Context: an optimization exercise on an open-source flow, tuned for small area, a short achievable clock period and few clock cycles per item. The choices shown serve that exercise and are no tape-out recipe.
Only simulation tests tie the RTL to the original design; equivalence was not proved.
Power is estimated from default activity; no workload was simulated.

==> flow/design.v <==
module demosaic(clk, reset, in_en, data_in, wr_r, addr_r, wdata_r, rdata_r, wr_g, addr_g, wdata_g, rdata_g, wr_b, addr_b, wdata_b, rdata_b, done);
input clk;
input reset;
input in_en;
input [7:0] data_in;
output reg wr_r;
output reg [13:0] addr_r;
output reg [7:0] wdata_r;
input [7:0] rdata_r;
output reg wr_g;
output reg [13:0] addr_g;
output reg [7:0] wdata_g;
input [7:0] rdata_g;
output reg wr_b;
output reg [13:0] addr_b;
output reg [7:0] wdata_b;
input [7:0] rdata_b;
output reg done;
reg p1, p2;              
reg [6:0] row, col;      
reg f0, f1, f126, f127;  
reg [1:0] mid_sel;       
reg [8:0] s_old, s_new;
reg [7:0] m_old, m_new;
wire [7:0] mid_v = (mid_sel == 2'd0) ? rdata_r : (mid_sel == 2'd1) ? rdata_g : rdata_b;
wire [7:0] tb_a  = (mid_sel == 2'd0) ? rdata_g : rdata_r;
wire [7:0] tb_b  = (mid_sel == 2'd2) ? rdata_g : rdata_b;
wire [8:0] s_in  = tb_a + tb_b;
wire [8:0] horiz_s = m_old + rdata_g;
wire [9:0] diag_rg = s_old + rdata_r + rdata_g;
wire [9:0] diag_gb = s_old + rdata_g + rdata_b;
wire [9:0] sm      = s_new + m_old;
wire [9:0] gsum_s  = sm + (row[0] ? rdata_r : rdata_b);
wire [7:0] horiz = horiz_s[8:1];
wire [7:0] vert  = s_new[8:1];
wire r0 = row[0];
wire c0 = col[0];
wire own_g = (r0 == c0);
wire own_r = ~r0 & c0;
wire own_b = r0 & ~c0;
wire lo = f0 | f1;       
wire [6:0] rp1 = row + 7'd1;
wire [6:0] col2 = col - 7'd2;
wire [13:0] a_own = {row, col};
wire [13:0] a_v = {lo ? row - 7'd2 : row, col2};
wire [13:0] a_t = {lo ? row - 7'd1 : rp1, col2};
wire hi = f126 | f127;   
wire [13:0] a_k = {row, col};
wire [13:0] a_pr = hi ? {row, 6'd0, f127} : {rp1, col};
wire [1:0] mid_next = hi ? {f127, 1'b0} :
                      own_g ? (r0 ? 2'd0 : 2'd2) : 2'd1;
wire last_pix = (row == 7'd127) & f127;
wire last_step = (row == 7'd126) & f127;
wire idle = ~p1 & ~p2 & ~done;
always @(posedge clk or posedge reset) begin
	if (reset) begin
		p1 <= 1'b0;
		p2 <= 1'b0;
		done <= 1'b0;
		wr_r <= 1'b0;
		wr_g <= 1'b0;
		wr_b <= 1'b0;
	end else begin
		if (p2) begin
			wr_r <= ~own_r & ~f127 & ~last_step;
			wr_g <= ~own_g & ~f127 & ~last_step;
			wr_b <= ~own_b & ~f127 & ~last_step;
			if (last_step) begin
				p2 <= 1'b0;
				done <= 1'b1;
			end
		end else if (in_en & ~done) begin
			wr_r <= 1'b1;
			wr_g <= 1'b1;
			wr_b <= 1'b1;
			p1 <= ~last_pix;
			p2 <= last_pix;
		end else begin
			wr_r <= 1'b0;
			wr_g <= 1'b0;
			wr_b <= 1'b0;
		end
	end
end
always @(posedge clk) begin
	s_old <= s_new;
	m_old <= m_new;
	s_new <= s_in;
	m_new <= mid_v;
	mid_sel <= mid_next;
	if (idle) begin
		row <= 7'd0;
		col <= {6'd0, in_en};
		f0 <= ~in_en;
		f1 <= in_en;
		f126 <= 1'b0;
		f127 <= 1'b0;
	end else if (p1 & last_pix) begin
		row <= 7'd0;
		col <= 7'd126;
		f0 <= 1'b0;
		f1 <= 1'b0;
		f126 <= 1'b1;
		f127 <= 1'b0;
	end else begin
		col <= col + 7'd1;
		if (f127)
			row <= rp1;
		f0 <= f127;
		f1 <= f0;
		f126 <= (col == 7'd125);
		f127 <= f126;
	end
	if (p2) begin
		addr_r <= own_r ? a_pr : a_k;
		addr_g <= own_g ? a_pr : a_k;
		addr_b <= own_b ? a_pr : a_k;
		wdata_r <= own_g ? (r0 ? vert : horiz) : diag_gb[9:2];
		wdata_g <= gsum_s[9:2];
		wdata_b <= own_g ? (r0 ? horiz : vert) : diag_rg[9:2];
	end else begin
		addr_r <= own_r ? a_own : (c0 ? a_v : a_t);
		addr_g <= own_g ? a_own : a_v;
		addr_b <= own_b ? a_own : (own_g & ~r0 ? a_v : a_t);
		wdata_r <= data_in;
		wdata_g <= data_in;
		wdata_b <= data_in;
	end
end
endmodule
==> flow/flow/run.sh <==
#!/bin/bash
# Standard layout, with a small buffer on each port instead of the default one.
set -euo pipefail
echo 'export BUFFER_PORTS_ARGS = -buffer_cell sky130_fd_sc_hd__buf_1' >> config.mk
bash standard.sh > flow.log 2>&1
==> flow/standard.sh <==
#!/bin/bash
# synth_recipe.tcl (not shown) runs the flow's synth.tcl, then flattens the netlist and writes it again
# the make line also repeats each setting of config.mk as NAME=value (left out here)
make -C /OpenROAD-flow-scripts/flow DESIGN_CONFIG=/design/flow/config.mk WORK_HOME=/design/flow/orfs CLKGATE_MAP_FILE= SYNTH_SCRIPT=/design/flow/synth_recipe.tcl "${@:-finish}"
==> flow/config.mk <==
export PLATFORM = sky130hd
export DESIGN_NAME = demosaic
export DESIGN_NICKNAME = demosaic
export VERILOG_FILES = /design/flow/design.v
export SDC_FILE = /design/flow/constraint.sdc
export NUM_CORES = 4
export LEC_CHECK = 0
export CAP_MARGIN = 20
export CORE_MARGIN = 2
export CORE_UTILIZATION = 40
export SETUP_SLACK_MARGIN = 3.2
export SLEW_MARGIN = 20
export BUFFER_PORTS_ARGS = -buffer_cell sky130_fd_sc_hd__buf_1
==> flow/constraint.sdc <==
create_clock -name core_clock -period 5.0 [get_ports {clk}]
set_input_delay 1.0000 -clock core_clock [delete_from_list [all_inputs] [get_ports {clk}]]
set_output_delay 1.0000 -clock core_clock [all_outputs]
set_load 0.01 [all_outputs]
==> summary.md, run 1 <==
| Metric | Value |
|---|---|
| Fill count | `between 1500 and 2000` |
| Reg2reg path depth | `9` |
| Routed WL per cell | `17.74 um` |
| Sequential cell area fraction in the yosys report | `0.3303` |
| Clk pin slew, worst setup/hold paths | `roughly 60 ps` |
| Max-slew headroom | `0.4502` |
| Worst slack at placement | `approximately 1300 ps` |
| Reg area | `2610 um^2` |
| Total Routing Usage GR | `0.2223` |
| Layout area overhead | `38.39%` |
| Drt first pass iters | `5` |
| Crit path DAT | `between 3000 and 4000 ps` |
| Post-route DRC | `0` |
| Vias in the first global route | `about 6600` |
| Die X | `roughly 140 um` |
| RSZ-0062 raised after global routing | `yes` |
| Syn avg cell area | `just under 9 um^2` |
| Setup WS post-layout | `around 2100 ps` |
| Vias | `roughly 7000` |
| Worst-path fanout max | `2` |
| Most used DFF post-synth | `dfxtp_1` |
| Reg2reg setup slack | `around 2300 ps` |
| Setup Crit Path Kind | `primary input to flop` |
| Yosys warning count | `1` |
| Count of input and output buffers | `roughly 100` |
| Final hold violation count | `0` |
| Post-synthesis cell area | `a little under 8000 um^2` |
| Reg-to-reg startpoint | `row[0]` |
| Yosys cell types | `72` |
| Footprint of the multi-input gates | `between 5000 and 6000 um^2` |
| Ys async rst share | `0.04762` |
| Post-route ant nets | `0` |
| HP Class | `flop to flop` |
| Clk_skew | `9.086 ps` |
| H-Tree Depth | `4` |
| Setup crit end kind | `flop` |
| Period Utilization, post-route | `0.5746` |
| Clock latency (worst-skew pair) | `430 ps` |
| Gate Count Post-Synth | `slightly below 900` |
| First-pass GRT wire length | `35190 um` |
| Largest net degree at the start of global routing | `59` |
| Max Cap Viol | `0` |
| CTS Buf Count | `17` |
| Hold Path End | `m_old[1]` |
| Placement Rows | `50` |
| Pwr Total | `3.753 mW` |
| Max Transition Viols Final | `0` |
| Initial Util | `0.4104` |
| Tmin final | `around 2900 ps` |
| Fin util | `0.5679` |
| Cell Pwr Density | `between 300 and 400 nW/um^2` |
| Hold depth | `0` |
| # setup viols final | `0` |
| Max VDD drop | `around 0.00026 V` |
| CTS Sinks | `126` |
| Minimum hold slack | `327.4 ps` |
| Max Buffers Root-to-Sink | `2` |
| Layout cells sized above 1 | `0.3788` |
| Status | `timing/DRC/antenna clean` |
| Fin nets | `1140` |
| 1st-iter DRT viols | `579` |
| Slew @ Worst Pin | `roughly 800 ps` |
| TNS Setup | `0 ps` |
| Total leakage power | `4.512 nW` |
| #FFs+latches synth | `between 100 and 150` |
| FF-to-FF End | `wdata_g[6]` |
| CTS tree | `built` |
| Die Height | `143.0 um` |
| Hold buffer count at cts | `0` |
| Antenna diodes | `0` |
| HPWL Detailed | `15110 um` |
| Final WL | `23060 um` |
| Die area | `20450 um^2` |
| Clk root buf | `clkbuf_16` |
| Post-synth EDFFs | `0` |
| Syn nets | `~990` |
| Boundary Pins | `approximately 110` |
| Fmax | `~350 MHz` |
| Vias per inst | `5.410` |
| Type of origin of the critical path | `primary input` |
| HP Start | `m_new[1]` |
| Final GP Congestion | `~0.84` |
| Overflow after GRT | `0` |
| CP required | `5350 ps` |
| Initial antenna violation count | `0` |
| Core outline area | `roughly 19000 um^2` |
==> cell usage after synthesis (all sizes together) (5+ instances only) <==
master,instances,share of area
o21ai,65,0.043
clkbuf,23,0.015
o211ai,7,0.0068
o21bai,8,0.0078
inv,32,0.016
nand2,102,0.050
nor2,67,0.033
mux2,20,0.030
xnor2,24,0.027
a31oi,11,0.0089
or3,5,0.0047
nand3,21,0.014
nor2b,8,0.0065
a21o,14,0.014
ha,52,0.084
mux2i,17,0.022
xor2,23,0.026
nor3,19,0.013
fa,26,0.067
a21oi,67,0.045
o22ai,5,0.0040
buf,34,0.025
o311ai,6,0.0078
o31ai,7,0.0074
dfxtp,120,0.31
a221oi,6,0.0076
dfrtp,6,0.019
a211oi,11,0.011
nand2b,18,0.015
==> worst max-delay path by stage <==
| stage | cells after the start | endpoint | start | slack (ps) |
|---|---|---|---|---|
| 2_1_floorplan | 10 | wdata_r[5] | rdata_b[1] | 1940 |
| 3_3_place_gp | 11 | wdata_r[5] | rdata_g[1] | 1340 |
| 3_5_place_dp | 11 | wdata_r[5] | rdata_g[1] | 1330 |
| 4_1_cts | 10 | wdata_g[6] | rdata_b[2] | 2080 |
| 5_1_grt | 11 | wdata_r[5] | rdata_g[1] | 2050 |
| 6_report | 11 | wdata_r[5] | rdata_g[1] | 2130 |
==> power breakdown <==
part | switching (mW) | internal, mW | leakage (nW)
combinational | 0.648 | 0.711 | 3.17
sequential | 0.0643 | 1.11 | 1.07
clock | 0.556 | 0.660 | 0.272
total | 1.27 | 2.49 | 4.51
==> final cells by class <==
type	count	share of cell area
flip-flops and latches	126	0.2441
multi-input cells	664	0.5146
repair buffers	185	0.1409
inverters	33	0.01673
clock buffers	17	0.03978
clock inverters	15	0.01357
well taps	260	0.03042
==> cell usage in the layout (no fill, tap or decap), drive strengths merged, types with 5 or more instances in the layout <==
| master | Yosys | final |
|---|---|---|
| a211oi | 11 | 11 |
| a21o | 14 | 14 |
| a21oi | 67 | 67 |
| a221oi | 6 | 6 |
| a31oi | 11 | 11 |
| buf | 34 | 179 |
| clkbuf | 23 | 23 |
| clkinvlp | 0 | 5 |
| dfrtp | 6 | 6 |
| dfxtp | 120 | 120 |
| fa | 26 | 26 |
| ha | 52 | 52 |
| inv | 32 | 40 |
| mux2 | 20 | 20 |
| mux2i | 17 | 17 |
| nand2 | 102 | 102 |
| nand2b | 18 | 19 |
| nand3 | 21 | 21 |
| nor2 | 67 | 67 |
| nor2b | 8 | 8 |
| nor3 | 19 | 19 |
| o211ai | 7 | 7 |
| o21ai | 65 | 65 |
| o21bai | 8 | 8 |
| o22ai | 5 | 5 |
| o311ai | 6 | 6 |
| o31ai | 7 | 7 |
| or3 | 5 | 5 |
| xnor2 | 24 | 24 |
| xor2 | 23 | 23 |
==> routing by layer <==
layer	vias up	part of all wire	GRT usage
met5	-	0	0
met4	0	0.022	0.08181
met3	40	0.055	0.04359
met2	248	0.50	0.3679
met1	3340	0.43	0.2873
li1	3405	-	-
==> state kept, by name (all words and copies together) (netlist names), 2 cells and up <==
name and count:
addr_r 14, wdata_b 8, m_new 8, col 7, row 7, addr_g 14, m_old 8, s_old 9
mid_sel 2, wdata_r 8, s_new 9, wdata_g 8, addr_b 14
==> stage by stage <==
step                      cells  area (um^2)
after floorplan             879         7908
after detailed placement   1191         8319
after CTS                  1258         9867
after global placement     1191         8319
after global routing       1300        10690
final                      1300        10690
==> logic make-up after synthesis <==
group,after synthesis,share of synthesized area
AOI/OAI and AO/OA,235,0.1972
xor gates and xnor gates,47,0.05327
adders and majority gates,78,0.1516
buffers and inverters,90,0.05586
DFF,126,0.3303
muxes,37,0.05165
and+or+nand+nor,266,0.1601
==> critical path, cell delays in order <==
cell      delay, ps
buf_12           90
inv_12           30
fa_1            470
or2_4           240
fa_2            350
nand2b_4        160
a21oi_4         180
o21ai_2          90
mux2_2          270
a21o_1          180
a22oi_2         150
==> timing repair <==
action / 4_1_cts / 5_1_grt
gates cloned: 0 / 1
gates resized for setup: 232 / 127
endpoints found under the setup margin: 168 / 149
buffers inserted: 35 / 41
endpoints found under the hold margin: 0 / 0
pin swaps: 60 / 46
Testbench counts, summed over its fixed seeds: cycles 260,120, images 8.
==> run 2, diff against run 1 <==
--- a/flow/config.mk
+++ b/flow/config.mk
@@ -9,5 +9,5 @@
 export CORE_MARGIN = 2
 export CORE_UTILIZATION = 40
-export SETUP_SLACK_MARGIN = 3.2
+export SETUP_SLACK_MARGIN = 2.6
 export SLEW_MARGIN = 20
 export BUFFER_PORTS_ARGS = -buffer_cell sky130_fd_sc_hd__buf_1
==> run 2 against run 1 <==
  * Still clean
  * Cell count decreased by 3.5%
  * Worst setup slack improved by 18 ps
  * Worst hold slack got worse by 2.0 ps
  * Combinational power decreased by about 10%
  * Die area unchanged
  * Critical path depth decreased by 1
  * Utilization decreased by 5.7 points
  * Via count decreased by 5.1%
  * Synthesized cell count unchanged
  * Area after synthesis unchanged
  * Non-clock buffer count decreased by 45
==> summary.md, run 2 <==
| Metric | Value |
|---|---|
| Initial antenna violation count | `0 (unchanged)` |
| RSZ-0062 raised after global routing | `yes` |
| Die X | `143.0 um (unchanged)` |
| Worst-path fanout max | `4 (+2)` |
| Core outline area | `18830 um^2 (unchanged)` |
| Fmax | `350.3 MHz (+0.63%)` |
| Top-area cell type share of the netlist area | `0.3109 (unchanged)` |
| Total Routing Usage GR | `0.2113 (-0.01098)` |
| FF-to-FF End | `wdata_g[6]` |
| TNS Setup | `0 ps (unchanged)` |
| Most used DFF post-synth | `dfxtp_1` |
| Period Utilization, post-route | `0.5710 (-0.003616)` |
| Vias per inst | `5.321 (-1.6%)` |
| Max Cap Viol | `0 (unchanged)` |
| Tmin final | `2855 ps (-18.08 ps)` |
| Ys async rst share | `0.04762 (unchanged)` |
| HP Start | `m_new[1]` |
| Post-route DRC | `0 (unchanged)` |
| Max-slew headroom | `0.3127 (-0.1375)` |
| Antenna diodes | `0 (unchanged)` |
| Status | `timing/DRC/antenna clean` |
| CTS Buf Count | `17 (unchanged)` |
| Reg2reg path depth | `9 (unchanged)` |
| Placement Rows | `50 (unchanged)` |
| Die area | `20450 um^2 (unchanged)` |
| Area contributors post-synth | `dfxtp_1 (31%), ha_1 (8.4%), fa_1 (6.7%)` |
| Post-synthesis cell area | `7727 um^2 (unchanged)` |
| Count leader, synth | `dfxtp_1` |
| Fill count | `1784 (+9.0%)` |
| Cells along the critical path | `buf_2 -> mux2_4 -> fa_1 -> ha_4 -> nor2b_4 -> o21a_1 -> o21ai_4 -> nand2b_1 -> a211oi_2 -> o31ai_2` |
| Most common cell after layout, fill and taps aside | `dfxtp_1` |
| Setup WS post-layout | `2145 ps (+18.08 ps)` |
| Final GP Congestion | `0.8476 (+0.88%)` |
| Clk pin slew, worst setup/hold paths | `60 ps (about the same)` |
| Post-synth EDFFs | `0 (unchanged)` |
| Vias | `6673 (-5.1%)` |
| First-pass GRT wire length | `33440 um (-5.0%)` |
| Worst slack at placement | `1344 ps (+13.04 ps)` |
| Clk root buf | `clkbuf_16` |
| Initial Util | `0.4104 (unchanged)` |
| Hold buffer count at cts | `0 (unchanged)` |
| HP Class | `flop to flop` |
| HPWL Detailed | `15000 um (-0.68%)` |
| Max incr delay on CP | `550 ps (+80 ps)` |
| Sequential cell area fraction in the yosys report | `0.3303 (unchanged)` |
| Boundary Pins | `105 (unchanged)` |
| Routed WL per cell | `16.75 um (-5.5%)` |
| Clk pwr share | `0.335 (+0.011)` |
| 1st-iter DRT viols | `505 (-13%)` |
| Post-route cell area | `9619 um^2 (-10%)` |
| Gate Count Post-Synth | `879 (unchanged)` |
| Die Height | `143.0 um (unchanged)` |
| Area post-placement | `8324 um^2 (about the same)` |
| Syn nets | `992 (unchanged)` |
| Setup crit end kind | `flop` |
| Yosys cell types | `72 (unchanged)` |
| Sequential share of power | `0.324 (+0.010)` |
| Crit path DAT | `3140 ps (-90 ps)` |
| # setup viols final | `0 (unchanged)` |
| Hold Path End | `m_old[1]` |
| Largest net degree at the start of global routing | `59 (unchanged)` |
| Hold depth | `0 (unchanged)` |
| Pwr Total | `3.587 mW (-4.4%)` |
| Post-route ant nets | `0 (unchanged)` |
| Sw frac | `0.3268 (-0.01100)` |
| Drt first pass iters | `5 (unchanged)` |
| Type of origin of the critical path | `primary input` |
| Clk_skew | `10.35 ps (+1.265 ps)` |
| Final hold violation count | `0 (unchanged)` |
| Most frequent cells in the layout | `dfxtp_1 (117), nand2_1 (101), buf_1 (87), nor2_1 (63), a21oi_1 (55)` |
| Count of input and output buffers | `104 (unchanged)` |
| Cell-internal power | `2.414 mW (-2.9%)` |
| Biggest regs | `addr_b: 14 flops, addr_g: 14 flops, addr_r: 14 flops` |
| CP required | `5290 ps (-60 ps)` |
| Commonest cells post-synth | `dfxtp_1 (120), nand2_1 (102), nor2_1 (66)` |
| Minimum hold slack | `325.4 ps (-2.034 ps)` |
| Final WL | `21010 um (-8.9%)` |
| #FFs+latches synth | `126 (unchanged)` |
| Max VDD drop | `0.0002175 V (-16%)` |
| Comb power frac | `0.341 (-0.021)` |
| Yosys warning count | `1 (unchanged)` |
| Reg area | `2565 um^2 (-1.7%)` |
| Footprint of the multi-input gates | `5211 um^2 (-5.3%)` |
| Fin nets | `1094 (-4.0%)` |
| Setup Crit Path Kind | `primary input to flop` |
| Slew @ Worst Pin | `1027 ps (+211.1 ps)` |
| CTS Sinks | `126 (unchanged)` |
| Reg2reg setup slack | `2270 ps (-40 ps)` |
| Total leakage power | `3.910 nW (-13%)` |
| Overflow after GRT | `0 (unchanged)` |
| Max Transition Viols Final | `0 (unchanged)` |
| Max Buffers Root-to-Sink | `2 (unchanged)` |
| Layout area overhead | `24.48%` |
| Syn avg cell area | `8.791 um^2 (unchanged)` |
| CTS tree | `built` |
| Most area-hungry cell type in the Yosys netlist | `dfxtp_1` |
| Net Switching | `1.172 mW (-7.5%)` |
| H-Tree Depth | `4 (unchanged)` |
| Vias in the first global route | `6351 (-4.0%)` |
| Cell Pwr Density | `372.9 nW/um^2 (+6.2%)` |
| Clock latency (worst-skew pair) | `430 ps (about the same)` |
| Reg-to-reg startpoint | `row[0]` |
| Layout cells sized above 1 | `0.2082 (-0.1706)` |
| Max stage delay cell, worst path | `fa_1` |
## run 2: area by class of cell
cell class                 count  share of cell area
clock buffer                  18             0.04566
clock inverter                14             0.01366
inverter                      33             0.01522
multi-input combinational    663              0.5418
sequential                   126              0.2666
tap                          260             0.03382
timing repair buffer         140             0.08325
## run 2: cells by family after synthesis
family / Yosys count / share of synthesized area
AND/OR/NAND/NOR: 266 / 0.1601
AO/OA/AOI/OAI: 235 / 0.1972
flip-flops: 126 / 0.3303
buffers and inverters: 90 / 0.05586
adder cells (fa/ha/maj): 78 / 0.1516
XOR/XNOR: 47 / 0.05327
multiplexers: 37 / 0.05165
## run 2: metal layers
| layer | vias up | GRT usage | share of wire |
|---|---|---|---|
| li1 | 3303 | - | - |
| met3 | 37 | 0.04024 | 0.038 |
| met1 | 3156 | 0.2725 | 0.45 |
| met2 | 177 | 0.3460 | 0.48 |
| met5 | - | 0 | 0 |
| met4 | 0 | 0.08911 | 0.026 |
## run 2: how the worst max path moves through the flow
stage	slack, ps	start	endpoint
2_1_floorplan	1940	rdata_b[1]	wdata_r[5]
3_3_place_gp	1370	rdata_g[1]	wdata_r[5]
3_5_place_dp	1340	rdata_g[1]	wdata_b[7]
4_1_cts	2140	rdata_b[2]	wdata_g[6]
5_1_grt	2110	rdata_r[3]	wdata_g[5]
6_report	2150	rdata_r[3]	wdata_g[5]
## run 2: repair_timing
item	4_1_cts	5_1_grt
setup endpoints to repair	75	42
buffers inserted	11	17
pin swaps	39	32
resized for setup	92	47
gates cloned	0	0
## run 2: power by group through the flow
| stage | sequential, mW | combinational (mW) | clock, mW |
|---|---|---|---|
| detailed placement | 1.19 | 0.952 | 0 |
| global route | 1.17 | 1.33 | 1.26 |
| finish | 1.16 | 1.22 | 1.20 |
| floorplan | 1.20 | 0.666 | 0 |
| global placement | 1.18 | 0.946 | 0 |
| CTS | 1.16 | 1.11 | 1.22 |
## run 2: per-stage QoR
step,util,instances
after floorplan,-,879
after global placement,0.4421,1194
after detailed placement,0.4421,1194
after CTS,0.4940,1237
after global routing,0.5108,1254
final,0.5108,1254
## run 2: worst max-delay path: cells and delay by family
family | cells | cell delay [ps]
AOI/OAI and AO/OA | 4 | 720
and+or+nand+nor | 2 | 240
buffers and inverters | 1 | 130
muxes | 1 | 260
adders and majority gates | 2 | 780
==> run 3, diff against run 2 <==
==> flow/run.sh (new file) <==
#!/bin/bash
# synth_recipe.tcl (not shown) runs the flow's synth.tcl, then flattens the netlist and writes it again
# the make line also repeats each setting of config.mk as NAME=value (left out here)
make -C /OpenROAD-flow-scripts/flow DESIGN_CONFIG=/design/flow/config.mk WORK_HOME=/design/flow/orfs CLKGATE_MAP_FILE= SYNTH_SCRIPT=/design/flow/synth_recipe.tcl finish
--- a/flow/config.mk
+++ b/flow/config.mk
@@ -11,3 +11,2 @@
 export SETUP_SLACK_MARGIN = 2.6
 export SLEW_MARGIN = 20
-export BUFFER_PORTS_ARGS = -buffer_cell sky130_fd_sc_hd__buf_1
removed: flow/flow/run.sh
removed: flow/standard.sh
==> run 3 against run 2 <==
  * Still clean on timing, DRC and antenna
  * Synthesized cell count unchanged
  * First-iteration DRC count shrank 1.2%
  * Sequential share of layout area shrank 2.1 points
  * Critical endpoint is now wdata_g[7]
  * Largest cell class unchanged
  * Highest routed layer unchanged
==> summary.md, run 3 <==
| Metric | Value |
|---|---|
| Yosys cell types | `72 (unchanged)` |
| 1st-iter DRT viols | `499 (-1.2%)` |
| Post-route insts no fill | `1262 (+0.64%)` |
| Type of origin of the critical path | `primary input` |
| Commonest cells post-synth | `dfxtp_1 (120), nand2_1 (102), nor2_1 (66)` |
| Largest delay share family, worst path | `adder cells` |
| Period Utilization, post-route | `0.5857 (+0.01474)` |
| Die Height | `143.0 um (unchanged)` |
| Post-route ant nets | `0 (unchanged)` |
| CTS Buf Count | `17 (unchanged)` |
| CTS Sinks | `126 (unchanged)` |
| HP Start | `m_new[3]` |
| Syn avg cell area | `8.791 um^2 (unchanged)` |
| Layout area overhead | `34.92%` |
| Most area-hungry cell type in the Yosys netlist | `dfxtp_1` |
| Minimum hold slack | `323.2 ps (-2.141 ps)` |
| Cell Pwr Density | `372.6 nW/um^2 (about the same)` |
| Most frequent cells in the layout | `dfxtp_1 (116), nand2_1 (100), clkdlybuf4s50_1 (79), nor2_1 (61), a21oi_1 (52)` |
| Placement Rows | `50 (unchanged)` |
| Largest net degree at the start of global routing | `59 (unchanged)` |
| Max Transition Viols Final | `0 (unchanged)` |
| Total leakage power | `4.254 nW (+8.8%)` |
| CP dominant cell by count | `fa_2` |
| #FFs+latches synth | `126 (unchanged)` |
| Fin nets | `1103 (+0.82%)` |
| Post-synth EDFFs | `0 (unchanged)` |
| Vias per inst | `5.357 (+0.68%)` |
| Reg2reg path depth | `12 (+3)` |
| Slew @ Worst Pin | `1015 ps (-11.98 ps)` |
| Area contributors post-synth | `dfxtp_1 (31%), ha_1 (8.4%), fa_1 (6.7%)` |
| Gate Count Post-Synth | `879 (unchanged)` |
| DP Cell Count | `1193 (-0.084%)` |
| Count leader, synth | `dfxtp_1` |
| Hold Path End | `m_old[3]` |
| Reg2reg setup slack | `2090 ps (-180 ps)` |
| Max Buffers Root-to-Sink | `2 (unchanged)` |
| Top-area cell type share of the netlist area | `0.3109 (unchanged)` |
| Drt first pass iters | `6 (+1)` |
| Tmin final | `2929 ps (+73.72 ps)` |
| Setup Crit Path Kind | `primary input to flop` |
| First-pass GRT wire length | `34510 um (+3.2%)` |
| Vias in the first global route | `6409 (+0.91%)` |
| Antenna diodes | `0 (unchanged)` |
| Max Cap Viol | `0 (unchanged)` |
| Crit path buffers/inverters | `3 (+2)` |
| Fmax | `341.4 MHz (-2.5%)` |
| TNS Setup | `0 ps (unchanged)` |
| Hold buffer count at cts | `0 (unchanged)` |
| Core outline area | `18830 um^2 (unchanged)` |
| Fin util | `0.5537 (+0.04286)` |
| Sequential cell area fraction in the yosys report | `0.3303 (unchanged)` |
| Count of input and output buffers | `104 (unchanged)` |
| Die area | `20450 um^2 (unchanged)` |
| Crit path DAT | `3280 ps (+140 ps)` |
| HPWL Detailed | `15060 um (+0.42%)` |
| Routed WL per cell | `17.41 um (+3.9%)` |
| Clock latency (worst-skew pair) | `430 ps (about the same)` |
| Max-slew headroom | `0.3207 (+0.008014)` |
| Layout cells sized above 1 | `0.2365 (+0.02828)` |
| Hold depth | `0 (unchanged)` |
| Initial Util | `0.4104 (unchanged)` |
| Vias | `6761 (+1.3%)` |
| Boundary Pins | `105 (unchanged)` |
| Final GP Congestion | `0.8703 (+2.7%)` |
| CTS tree | `built` |
| Setup crit end kind | `flop` |
| Ys async rst share | `0.04762 (unchanged)` |
| Biggest regs | `addr_b: 14 flops, addr_g: 14 flops, addr_r: 14 flops` |
| Cells along the critical path | `buf_8 -> mux2_4 -> fa_2 -> buf_6 -> inv_2 -> fa_2 -> nor2b_4 -> o21a_1 -> o21ai_4 -> a21oi_2 -> o21ai_1 -> a31oi_1` |
| Yosys warning count | `1 (unchanged)` |
| Clk_skew | `8.143 ps (-2.208 ps)` |
| CP required | `5350 ps (+60 ps)` |
| Post-route DRC | `0 (unchanged)` |
| Initial antenna violation count | `0 (unchanged)` |
| Clk root buf | `clkbuf_16` |
| H-Tree Depth | `4 (unchanged)` |
| Syn nets | `992 (unchanged)` |
| Max incr delay on CP | `580 ps (+30 ps)` |
| Overflow after GRT | `0 (unchanged)` |
| Total Routing Usage GR | `0.2171 (+0.005778)` |
| # setup viols final | `0 (unchanged)` |
| Max VDD drop | `0.0002636 V (+21%)` |
| Most used DFF post-synth | `dfxtp_1` |
| RSZ-0062 raised after global routing | `yes` |
| Max stage delay cell, worst path | `fa_2` |
| Worst-path fanout max | `3 (-1)` |
| FF-to-FF End | `wdata_g[7]` |
| Post-synthesis cell area | `7727 um^2 (unchanged)` |
| Reg-to-reg startpoint | `row[0]` |
| Clk pin slew, worst setup/hold paths | `60 ps (about the same)` |
| Die X | `143.0 um (unchanged)` |
| Final hold violation count | `0 (unchanged)` |
| Status | `timing/DRC/antenna clean` |
| Most common cell after layout, fill and taps aside | `dfxtp_1` |
| Final WL | `21980 um (+4.6%)` |
| HP Class | `flop to flop` |
run 3: logic make-up after synthesis:
kind of cell	count (synthesis)	share of synthesized area
AO/OA/AOI/OAI	235	0.1972
XOR/XNOR	47	0.05327
adder cells (fa/ha/maj)	78	0.1516
buffers and inverters	90	0.05586
flip-flops	126	0.3303
multiplexers	37	0.05165
AND/OR/NAND/NOR	266	0.1601
run 3: how the worst max path moves through the flow:
stage                     startpoint    endpoint  slack [ps]  cells past startpoint
after floorplan           rdata_b[1]  wdata_r[5]        1940                     10
after global placement    rdata_g[1]  wdata_r[5]        1020                     11
after detailed placement  rdata_g[1]  wdata_r[5]         990                     11
after CTS                 rdata_b[2]  wdata_g[6]        2080                     10
after global routing      rdata_b[2]  wdata_g[7]        2010                     12
final                     rdata_b[2]  wdata_g[7]        2070                     12
run 3: timing repair:
item                                    in CTS  in global routing
pin swaps                                   53                 48
endpoints found under the setup margin      68                 39
endpoints found under the hold margin        0                  0
gates resized for setup                    172                 53
buffers inserted                            26                 12
run 3: per-stage QoR:
stage | instance area (um^2) | power [mW] | worst slack [ps]
finish | 10430 | 3.885 | 2071
CTS | 10140 | 3.763 | 2077
global route | 10430 | 4.069 | 2014
detailed placement | 8967 | 2.226 | 988.8
global placement | 8967 | 2.215 | 1025
floorplan | 7855 | 1.866 | 1941
run 3: cell type report:
class / instances / area [um^2]
inverters: 33 / 146.4
clock inverters: 13 / 190.2
fillers: 1721 / 8404
clock buffers: 18 / 429.2
flip-flops and latches: 126 / 2566
well taps: 260 / 325.3
repair buffers: 149 / 1415
multi-input cells: 663 / 5354
run 3: power breakdown:
group / switching, mW / internal (mW) / total (mW)
Sequential: 0.0555 / 1.11 / 1.16
Combinational: 0.659 / 0.730 / 1.39
Clock: 0.498 / 0.836 / 1.33
run 3: metal layers:
metal | share of wire | track usage | wire [um]
met1 | 0.44 | 0.2760 | 9760
met2 | 0.49 | 0.3735 | 10870
met3 | 0.039 | 0.03924 | 853
met4 | 0.022 | 0.06774 | 494
met5 | 0 | 0 | 0

==> separate check: timing with driven ports <==
The results above use ideal ports. As a check the final layouts listed here were re-extracted and re-timed, cells and wires unchanged.
Step 1 sets driving cells, clkbuf_16 on the clock port and buf_2 on the other inputs (assumed; they add their load-dependent delay and slew).
Step 2, shift: input delay + t, output delay - t, t = (earliest + latest rising clock arrival at the registers) / 2. This alone moves slack from input paths to output paths.
Three values: ideal, step 1, step 2; two values: the first two.
| run | shift t [ns] | slack for setup (ns) | clock arrival spread, ns | worst data-port slew with drivers (ns) | pins driven straight from the clock port |
|---|---|---|---|---|---|
| run 1 | 0.474 | 2.127 / 2.102 / 1.628 | 0.010 / 0.009 | 0.07 | 1 |
| run 2 | 0.472 | 2.145 / 2.169 / 1.697 | 0.013 / 0.013 | 0.07 | 1 |
| run 3 | 0.467 | 2.071 / 2.075 / 1.608 | 0.009 / 0.008 | 0.06 | 1 |
After both steps setup and hold are still met in every run listed. The setup slack of run 1, which loses most, moves by -0.025 ns with the drivers and by -0.499 ns with both steps.
